This design comes from an exercise in tuning for small area on the open sky130 flow, not from production work. The RTL was checked by simulation tests, not by an equivalence proof against the original design. In every run shown here, the design's own scripts or RTL, not TritonCTS, make the clock network. The clock port is modelled as an ideal driver, which makes a skipped or thinned clock tree look cheaper than it is; a real chip needs a root buffer or a tree. Power figures rest on the tool's default switching activity, not on a simulated workload.

==> design.v <==
module digit_units(s, wrap, seg, n, is9);
input [3:0] s;
input wrap;
output [6:0] seg;
output [3:0] n;
output is9;
localparam [111:0] SEG  = 112'hf0c5ceecc44cc0050a0a04444;
localparam [63:0]  NEXT = 64'h5858cccc4c33f0f0;
localparam [15:0]  IS9  = 16'h202;
genvar i;
generate
  for (i = 0; i < 7; i = i + 1) begin : g
    assign seg[i] = SEG[16*i + s];
  end
endgenerate
assign n[0] = NEXT[0 + s];
assign n[1] = NEXT[16 + s] | wrap;
assign n[2] = NEXT[32 + s];
assign n[3] = NEXT[48 + s];
assign is9 = IS9[s];
endmodule
module digit_upper(s, cin, seg, n, cout);
input [3:0] s;
input cin;
output [6:0] seg;
output [3:0] n;
output cout;
localparam [111:0] SEG = 112'h733350f5f500f00300000c00b0;
localparam [63:0]  TOG = 64'h5050cbfa5500ffff;
localparam [15:0]  IS9 = 16'h4400;
genvar i;
generate
  for (i = 0; i < 7; i = i + 1) begin : g
    assign seg[i] = SEG[16*i + s];
  end
  for (i = 0; i < 4; i = i + 1) begin : t
    assign n[i] = s[i] ^ (cin & TOG[16*i + s]);
  end
endgenerate
assign cout = cin & IS9[s];
endmodule
module detection_counter_keeper(in_reset, in_count_increment,
displ0, displ1, displ2, displ3, displ4, displ5);
input in_reset, in_count_increment;
output wire [7:0] displ0, displ1, displ2, displ3, displ4, displ5;
reg [3:0] dig1, dig2, dig3, dig4, dig5, dig6;
wire [3:0] n1, n2, n3, n4, n5, n6;
wire c2, c3, c4, c5, c6, wrap;
always @(posedge in_count_increment or posedge in_reset) begin
    if (in_reset) begin
        dig1 <= 4'd0; dig2 <= 4'd1; dig3 <= 4'd1;
        dig4 <= 4'd1; dig5 <= 4'd1; dig6 <= 4'd1;
    end
    else begin
        dig1 <= n1; dig2 <= n2; dig3 <= n3;
        dig4 <= n4; dig5 <= n5; dig6 <= n6;
    end
end
digit_units d1(.s(dig1), .wrap(wrap), .seg(displ0[6:0]), .n(n1), .is9(c2));
digit_upper d2(.s(dig2), .cin(c2), .seg(displ1[6:0]), .n(n2), .cout(c3));
digit_upper d3(.s(dig3), .cin(c3), .seg(displ2[6:0]), .n(n3), .cout(c4));
digit_upper d4(.s(dig4), .cin(c4), .seg(displ3[6:0]), .n(n4), .cout(c5));
digit_upper d5(.s(dig5), .cin(c5), .seg(displ4[6:0]), .n(n5), .cout(c6));
digit_upper d6(.s(dig6), .cin(c6), .seg(displ5[6:0]), .n(n6), .cout(wrap));
assign displ0[7] = 1'b1;
assign displ1[7] = 1'b1;
assign displ2[7] = 1'b1;
assign displ3[7] = 1'b1;
assign displ4[7] = 1'b1;
assign displ5[7] = 1'b1;
endmodule
==> flow/run.sh <==
#!/bin/bash
# Own layout flow: the standard ORFS flow (same config.mk, make targets and
# synthesis script) with these changes:
#  - port buffering uses the smallest buffer (buf_1) instead of the default;
#  - the constant decimal-point outputs share one tie cell;
#  - after CTS, flow/post_cts.tcl replaces the small clock tree by a single
#    buf_12 driving every flip-flop (all registers see the same clock).
# Each tool's output goes to its own log in this folder (and ORFS's logs).
set -euo pipefail
W=$(pwd)
F=$W/flow
export MY_ABC_SCRIPT=$F/abc_area_plain.script
export BUFFER_PORTS_ARGS="-buffer_cell sky130_fd_sc_hd__buf_1"
export CTS_ARGS="-sink_clustering_enable -dont_use_dummy_load -buf_list sky130_fd_sc_hd__clkbuf_16 -root_buf sky130_fd_sc_hd__clkbuf_16 -repair_clock_nets"
export POST_CTS_TCL=$F/post_cts.tcl
export SKIP_REPAIR_TIE_FANOUT=1
export SYNTH_INSBUF=0
make -C "$FLOW_HOME" DESIGN_CONFIG=$W/config.mk WORK_HOME=$W/orfs CLKGATE_MAP_FILE= \
  SYNTH_SCRIPT=$F/synth.tcl synth > $W/make_synth.log 2>&1
make -C "$FLOW_HOME" DESIGN_CONFIG=$W/config.mk WORK_HOME=$W/orfs CLKGATE_MAP_FILE= \
  SYNTH_SCRIPT=$F/synth.tcl finish > $W/make_finish.log 2>&1
R=$W/orfs/results/$FLOW_PLATFORM/detection_counter_keeper/base
: # left out here: write the final layout as DEF
==> flow/abc_area_plain.script <==
strash
&get -n
&deepsyn -T 10 -S 1
&put
dch -f
amap
topo
==> flow/post_cts.tcl <==
# After CTS: replace the small clock tree CTS built (a root buffer and leaf
# buffers) by one buf_12 that drives every flip-flop clock pin, placed at
# the flip-flops' centre. All registers keep the same clock arrival.
set block [ord::get_db_block]
set db [ord::get_db]
set clk_port in_count_increment
set root_net [[$block findBTerm $clk_port] getNet]

set cts_insts {}
set cts_nets {}
foreach inst [$block getInsts] {
  set n [$inst getName]
  if { [string match "clkbuf_*_$clk_port" $n] || [string match "clkload*" $n] } {
    lappend cts_insts $inst
    set xt [$inst findITerm X]
    if { $xt != "NULL" && [$xt getNet] != "NULL" } { lappend cts_nets [$xt getNet] }
  }
}
set sinks {}
set sx 0
set sy 0
foreach inst [$block getInsts] {
  set ck [$inst findITerm CLK]
  if { $ck != "NULL" && [$ck getNet] != "NULL" } {
    lappend sinks $ck
    set b [$inst getBBox]
    set sx [expr {$sx + ([$b xMin] + [$b xMax]) / 2}]
    set sy [expr {$sy + ([$b yMin] + [$b yMax]) / 2}]
  }
}
set ns [llength $sinks]
puts "single clock buffer: removing [llength $cts_insts] CTS cells, $ns sinks"
foreach ck $sinks { $ck disconnect }
foreach inst $cts_insts {
  foreach it [$inst getITerms] { if { [$it getNet] != "NULL" } { $it disconnect } }
  odb::dbInst_destroy $inst
}
foreach net $cts_nets { odb::dbNet_destroy $net }

set master [$db findMaster sky130_fd_sc_hd__buf_12]
set buf [odb::dbInst_create $block $master clkbuf_single_$clk_port]
set net [odb::dbNet_create $block clknet_single_$clk_port]
$net setSigType CLOCK
$root_net setSigType CLOCK
[$buf findITerm A] connect $root_net
[$buf findITerm X] connect $net
foreach ck $sinks { $ck connect $net }
$buf setLocation [expr {$sx / $ns}] [expr {$sy / $ns}]
$buf setPlacementStatus PLACED
detailed_placement
check_placement -verbose
estimate_parasitics -placement
report_clock_skew
==> flow/synth.tcl <==
# The standard flow's synthesis script (synth_recipe.tcl) with two overrides:
# extract_fa is skipped and abc gets this flow's area script.
proc synth {args} { yosys synth -nofsm -noshare {*}$args }
proc extract_fa {args} { puts "extract_fa skipped" }
proc abc {args} {
  set i [lsearch -exact $args -script]
  if { $i >= 0 } { lset args [expr {$i + 1}] $::env(MY_ABC_SCRIPT) }
  yosys abc {*}$args
}
source $::env(SCRIPTS_DIR)/synth.tcl
# left out here: clear keep_hierarchy, flatten, clean up, hide names made inside functions, write 1_2_yosys.v
==> standard.sh <==
#!/bin/bash
# synth_recipe.tcl (not shown) runs the flow's synth.tcl, then flattens the netlist and writes it again
# the make line also repeats each setting of config.mk as NAME=value (left out here)
make -C /OpenROAD-flow-scripts/flow DESIGN_CONFIG=/design/flow/config.mk WORK_HOME=/design/flow/orfs CLKGATE_MAP_FILE= SYNTH_SCRIPT=/design/flow/synth_recipe.tcl "${@:-finish}"
==> config.mk <==
export PLATFORM = sky130hd
export DESIGN_NAME = detection_counter_keeper
export DESIGN_NICKNAME = detection_counter_keeper
export VERILOG_FILES = /design/flow/design.v
export SDC_FILE = /design/flow/constraint.sdc
export NUM_CORES = 4
export LEC_CHECK = 0
export ABC_AREA = 1
export CAP_MARGIN = 20
export CORE_AREA = 3 3 72 72
export DIE_AREA = 0 0 75 75
export SLEW_MARGIN = 20
export SYNTH_HIERARCHICAL = 1
export SYNTH_MINIMUM_KEEP_SIZE = 0
==> constraint.sdc <==
create_clock -name core_clock -period 50.0 [get_ports {in_count_increment}]
set_input_delay 10.0000 -clock core_clock [delete_from_list [all_inputs] [get_ports {in_count_increment}]]
set_output_delay 10.0000 -clock core_clock [all_outputs]
set_load 0.01 [all_outputs]
==> results of run 1 <==
[layout by cell type (no fill, tap or decap), types with 5 or more instances in the layout]
cell type / n
dfstp_2: 5
dfrtp_1: 19
a21oi_1: 12
nand3_1: 5
buf_1: 43
nand2_1: 15
a31oi_1: 5
o21ai_0: 21
clkinv_1: 25
nor2_1: 23
o22ai_1: 5
nor3_1: 7
[per-module statistics from Yosys, one instance, submodules excluded]
module / cell area (µm²) / copies in the design
digit_upper: 93.8 / 5
detection_counter_keeper: 614 / 1
digit_units: 75.1 / 1
[flip-flops by register name, summed over array words and instances (netlist names)]
register	cells
dig4	4
dig3	4
dig1	4
dig6	4
dig5	4
dig2	4
[area by class of cell]
cell class                 instances  area (µm²)
timing repair buffer              43         161
tap                               52        65.1
fill                             503        3070
multi-input combinational         97         458
sequential                        24         607
buffer                             1        20.0
inverter                          25        93.8
[layer usage]
layer  GRT usage, %  up-vias  share of wire [%]
li1               -      589                  -
met1           13.1      515                 46
met2           16.6       24                 48
met3           2.27        5                4.4
met4           1.78        0                1.1
met5              0        -                  0
[worst max-delay path, stage by stage, from the launching register on]
cell	delay (ns)
dfrtp_1	0.41
clkinv_1	0.11
nor2_1	0.15
clkinv_1	0.13
o22ai_1	0.19
buf_1	0.18
[cells in the mapped netlist]
| cell | number |
|---|---|
| nand3_1 | 5 |
| nor3_1 | 7 |
| dfrtp_1 | 19 |
| clkinv_1 | 25 |
| dfstp_2 | 5 |
| o21bai_1 | 1 |
| o22ai_1 | 5 |
| o21ai_0 | 21 |
| o32ai_1 | 1 |
| conb_1 | 1 |
| a21oi_1 | 12 |
| nand2_1 | 15 |
| nor2_1 | 23 |
| o31ai_1 | 1 |
| a31oi_1 | 5 |
[path summary, 6_finish.rpt]
check                                        from           endpoint  slack, ns  depth (start not counted)
worst max-delay path            dig5[2]$_DFF_PP0_          displ4[6]      38.71                          5
worst min-delay path            dig1[1]$_DFF_PP0_  dig1[2]$_DFF_PP0_       0.42                          0
worst max register to register  dig1[0]$_DFF_PP0_  dig1[1]$_DFF_PP0_      46.49                         14
worst min register to register  dig1[1]$_DFF_PP0_  dig1[2]$_DFF_PP0_       0.42                          0
max in group asynchronous                in_reset  dig1[2]$_DFF_PP0_      39.68                          2
min in group asynchronous                in_reset  dig4[1]$_DFF_PP0_       9.90                          2
[where the power goes]
| group | internal, W | total [W] | switching [W] |
|---|---|---|---|
| registers | 0.0000194 | 0.0000194 | 0 |
| logic | 0.0000000239 | 0.000000607 | 0.000000583 |
| clock network | 0.00000326 | 0.00000825 | 0.00000499 |
[through the flow]
stage	hold WS, ns	cell area, µm²
floorplan	0.382	1160
global placement	0.388	1390
detailed placement	0.394	1390
global route	0.443	1410
finish	0.415	1410
[cells by family after synthesis]
family	synth area share, %
AO/OA/AOI/OAI	21.7
flip-flops	52.4
AND/OR/NAND/NOR	17.5
other	0.324
buffers and inverters	8.10
==> impl_metrics.csv, run 1 <==
group,metric,value,unit
clock_tree,clkTransAtPathRegs,0.10,ns
pwr,vdd_drop_max,0.0140,mV
route,ant_nets,0,
placed_design,port_buffers,43,
route,wirelength,2740,µm
placed_design,dp.cells,241,
yosys,ys_seq_elements,24,
floorplan,die_height,75,µm
timing,fmax,88.5,MHz
setup_path,start_kind,"flip-flop",
setup_path,arrival,1.29,ns
yosys,yosysSeqAreaShare,52.4,%
yosys,synth_top_area_share,41.0,%
timing,final.setup_skew,0.00289,ns
route,drtIter0Drc,55,
yosys,synth.avg_cell_area,7.94,µm²
timing,hold_viol,0,
yosys,syn_nets,148,
timing,slew_viol_final,0,
timing,setup_violations,0,
yosys,yosys_warnings,7,
global_routing,grt_pass1_vias,992,
status,status,"timing/DRC/antenna clean",
timing,worst_slew_pin_slew,0.885,ns
yosys,synthTopCellsByArea,"dfrtp_1 (41%), dfstp_2 (11%), o21ai_0 (9.1%)",
floorplan,start_util,25.9,%
floorplan,die_x,75,µm
layout,utilization,31.4,%
yosys,netlist.top_cell.by_area,"dfrtp_1",
yosys,netlist_area,0.00116,mm²
global_routing,track_usage,9.89,%
global_routing,grt_pass1_wl,4350,µm
placed_design,dpl.hpwl,2140,µm
yosys,syn_inst,146,
timing,post-route-period-util,22.6,%
global_routing,grt_overflow_total,0,
global_routing,antenna_found_initial,0,
pwr,powerDensity,20.1,mW/mm²
pwr,finalPower,0.0000283,W
layout,final_nets,194,
floorplan,io_pins,50,
placed_design,place.gp.congestion,0.759,
run,cap_violations,0,
floorplan,dieArea,0.00563,mm²
yosys,synth_cell_types,15,
layout,area_growth,21.3,%
setup_path,crit_type,"flip-flop to primary output",
timing,relSlewSlack,40.7,%
setup_path,crit_required,40.00,ns
clock_tree,cts_num_sinks,24,
timing,rsz0062_at_grt,"no",
min_path,hold_path_class,"flip-flop to flip-flop",
timing,finalCriticalPeriod,11.29,ns
route,drt_pre_antenna_iters,4,
setup_path,path_max_fanout,4,
route,wl_per_cell,11.3,µm
floorplan,coreArea,0.00447,mm²
global_routing,grt_max_degree,25,
layout,drive_above_1_share,3.16,%
placed_design,dp_slack,38.87,ns
pwr,p_leak,0.543,nW
route,num_vias,1133,
timing,fin_setup_tns,0,ns
route,viasPerCell,4.68,
layout,antennaDiodeCount,0,
clock_tree,clk_latency,0.13,ns
setup_path,crit_path_end_kind,"primary output",
layout,final_cells,242,
floorplan,rows,24,
timing,worst_slack,38.71,ns
route,drc,0,
==> run 2: changes to the inputs <==
--- a/design.v
+++ b/design.v
@@ -5,6 +5,6 @@
 output [3:0] n;
 output is9;
-localparam [111:0] SEG  = 112'hf0c5ceecc44cc0050a0a04444;
-localparam [63:0]  NEXT = 64'h5858cccc4c33f0f0;
+localparam [111:0] SEG  = 112'hf0c5ccecc44cc0050a0a04444;
+localparam [63:0]  NEXT = 64'h5858cccc4c73f0f0;
 localparam [15:0]  IS9  = 16'h202;
 genvar i;
==> impl_metrics.csv, run 2 <==
group,metric,value,unit
status,status,"timing/DRC/antenna clean",
run,cap_violations,0,
yosys,yosys_warnings,7,
yosys,yosysSeqAreaShare,52.4,%
floorplan,die_x,75,µm
setup_path,path_delay_family,"buffers and inverters",
placed_design,dpl.hpwl,1990,µm
timing,worst_slack,38.70,ns
placed_design,port_buffers,43,
global_routing,grt_pass1_wl,4220,µm
setup_path,r2r_slack,46.73,ns
global_routing,grt_pass1_vias,958,
timing,final.setup_skew,0.00298,ns
layout,antennaDiodeCount,0,
min_path,hold_end,"dig1[2]$_DFF_PP0_",
yosys,synth_most_common_cell,"clkinv_1",
pwr,comb_power_share,2.1,%
timing,relSlewSlack,41.7,%
pwr,p_leak,0.548,nW
global_routing,antenna_found_initial,0,
yosys,ys.flop_type,"dfrtp_1",
setup_path,start_kind,"flip-flop",
floorplan,die_height,75,µm
placed_design,dp_slack,38.87,ns
layout,final_cell_mix,"buf_1 (43), clkinv_1 (24), nor2_1 (23), o21ai_0 (21), dfrtp_1 (19)",
global_routing,grt_max_degree,25,
clock_tree,clkTransAtPathRegs,0.10,ns
yosys,synth_top_area_share,41.1,%
yosys,synth_cell_types,15,
setup_path,r2r-end,"dig1[1]$_DFF_PP0_",
timing,fin_setup_tns,0,ns
clock_tree,cts_num_sinks,24,
route,ant_nets,0,
timing,post-route-period-util,22.6,%
route,num_vias,1114,
route,drc,0,
pwr,clock_power_share,28.9,%
yosys,netlist.top_cell.by_area,"dfrtp_1",
route,wl_per_cell,10.7,µm
setup_path,arrival,1.30,ns
yosys,syn_nets,148,
yosys,syn_inst,146,
timing,rsz0062_at_grt,"no",
yosys,ys_seq_elements,24,
floorplan,rows,24,
pwr,sequentialPowerShare,69.0,%
floorplan,io_pins,50,
setup_path,cp_slowest_cell,"dfrtp_1",
pwr,p_int,0.0000227,W
timing,hold_viol,0,
setup_path,crit_path_end_kind,"primary output",
clock_tree,clk_latency,0.13,ns
yosys,synth_edf_count,0,
timing,slew_viol_final,0,
route,drtIter0Drc,40,
yosys,synthArstFlopShare,100,%
placed_design,place.gp.congestion,0.737,
floorplan,coreArea,0.00447,mm²
pwr,vdd_drop_max,0.0127,mV
route,wirelength,2580,µm
yosys,yosys-top-cells-count,"clkinv_1 (24), nor2_1 (23), o21ai_0 (21)",
timing,fmax,88.5,MHz
setup_path,r2r_cells,15,
pwr,p_switching,0.00000544,W
layout,num-fill-cells,503,
layout,area_growth,21.3,%
timing,setup_violations,0,
setup_path,r2r_start,"dig1[2]$_DFF_PP0_",
pwr,netSwitchingFraction,19.3,%
global_routing,grt_overflow_total,0,
min_path,hold_path_class,"flip-flop to flip-flop",
floorplan,dieArea,0.00563,mm²
timing,finalCriticalPeriod,11.30,ns
layout,final_nets,194,
setup_path,crit_required,40.00,ns
yosys,netlist_area,0.00116,mm²
setup_path,path_cells,"clkinv_1, nor2_1, clkinv_1, o22ai_1, buf_1",
yosys,synthTopCellsByArea,"dfrtp_1 (41%), dfstp_2 (11%), o21ai_0 (9.1%)",
global_routing,track_usage,9.34,%
timing,worst_slew_pin_slew,0.870,ns
setup_path,max_stage_delay,0.40,ns
min_path,min_path_cells,0,
min_path,min-delay-start,"dig1[1]$_DFF_PP0_",
setup_path,crit_type,"flip-flop to primary output",
setup_path,path_max_fanout,4,
setup_path,path_buf_inv,3,
layout,drive_above_1_share,3.16,%
floorplan,start_util,25.9,%
setup_path,cpMostUsedCell,"clkinv_1",
yosys,synth.avg_cell_area,7.93,µm²
pwr,powerDensity,20.1,mW/mm²
layout,final_common_cell,"buf_1",
route,drt_pre_antenna_iters,5,
route,viasPerCell,4.60,
-- run 2: cell types whose count changed after synthesis --
cell | before | now
nor3_1 | 7 | 6
clkinv_1 | 25 | 24
o22ai_1 | 5 | 6
o32ai_1 | 1 | 0
nor2b_1 | 0 | 1
nand2_1 | 15 | 16
-- run 2: how the worst max path moves through the flow --
stage | end | cells past startpoint | slack [ns] | startpoint
global placement | displ4[6] | 5 | 38.90 | dig5[2]$_DFF_PP0_
floorplan | displ1[5] | 4 | 38.87 | dig2[2]$_DFF_PP0_
detailed placement | displ5[6] | 5 | 38.87 | dig6[2]$_DFF_PP0_
finish | displ4[6] | 5 | 38.70 | dig5[2]$_DFF_PP0_
global route | displ4[5] | 5 | 38.52 | dig5[2]$_DFF_PP0_
-- run 2: cell type report --
type / instances / area (µm²) / share of cell area (%)
well taps: 52 / 65.1 / 4.63
repair buffers: 43 / 161 / 11.5
inverters: 24 / 90.1 / 6.42
plain buffers: 1 / 20.0 / 1.43
multi-input cells: 98 / 460 / 32.8
flip-flops and latches: 24 / 607 / 43.2
-- run 2: per-stage QoR --
stage	power [W]	cell area [µm²]	hold slack [ns]	std cells	util (%)
3_5_place_dp	0.0000204	1380	0.395	241	30.9
2_1_floorplan	0.0000203	1160	0.382	146	-
6_report	0.0000281	1400	0.418	242	31.4
3_3_place_gp	0.0000204	1380	0.387	241	30.9
5_1_grt	0.0000296	1400	0.441	242	31.4
-- run 2: modules after synthesis, one instance, submodules excluded --
| module | area [µm²] | cells inside | times used | flip-flops and latches |
|---|---|---|---|---|
| detection_counter_keeper | 614 | 26 | 1 | 24 |
| digit_upper | 93.8 | 21 | 5 | 0 |
| digit_units | 73.8 | 15 | 1 | 0 |
-- run 2: layer usage --
metal	vias up	global-route usage, %	share of wire, %
met1	507	13.1	49
met2	23	14.8	45
met4	0	1.78	0.74
li1	582	-	-
met3	2	2.14	5.2
met5	-	0	0
-- run 2: cell families (layout without fill, tap and decap cells) --
logic type	after synthesis	after routing	share of synthesized area (%)
AOI/OAI and AO/OA	46	46	21.5
buffers and inverters	24	68	7.78
DFF	24	24	52.4
and+or+nand+nor	51	51	17.9
other	1	1	0.324
-- run 2: power by group through the flow --
stage	combinational (W)	clock [W]	sequential, W
2_1_floorplan	0.000000480	0	0.0000198
3_3_place_gp	0.000000644	0	0.0000198
3_5_place_dp	0.000000646	0	0.0000198
5_1_grt	0.000000725	0.00000943	0.0000194
6_report	0.000000602	0.00000812	0.0000194

[re-timing with driven ports]
The results above use ideal ports. As a check the final layouts listed here were re-extracted and re-timed, cells and wires unchanged. Step 1 (the two cells are an assumption about what drives the block):
set clk [get_ports {in_count_increment}]
set_driving_cell -lib_cell sky130_fd_sc_hd__clkbuf_16 $clk
set_driving_cell -lib_cell sky130_fd_sc_hd__buf_2 [delete_from_list [all_inputs] $clk]
Step 2 adds t to the input delays and takes it off the output delays; t is the mean of the earliest and latest rising clock arrival at the registers after step 1. Input paths then give back, and output paths get back, about the clock's delay inside the block. Slacks: ideal ports / drivers / drivers and shift; pairs: ideal ports / drivers.
run	t, ns	setup WS [ns]	hold WS [ns]	latest minus earliest clock arrival (ns)
run 1	0.162	38.705 / 38.674 / 38.835	0.415 / 0.415 / 0.415	0.003 / 0.003
run 2	0.161	38.705 / 38.673 / 38.833	0.418 / 0.418 / 0.418	0.003 / 0.003
After both steps setup and hold are still met in every run listed.
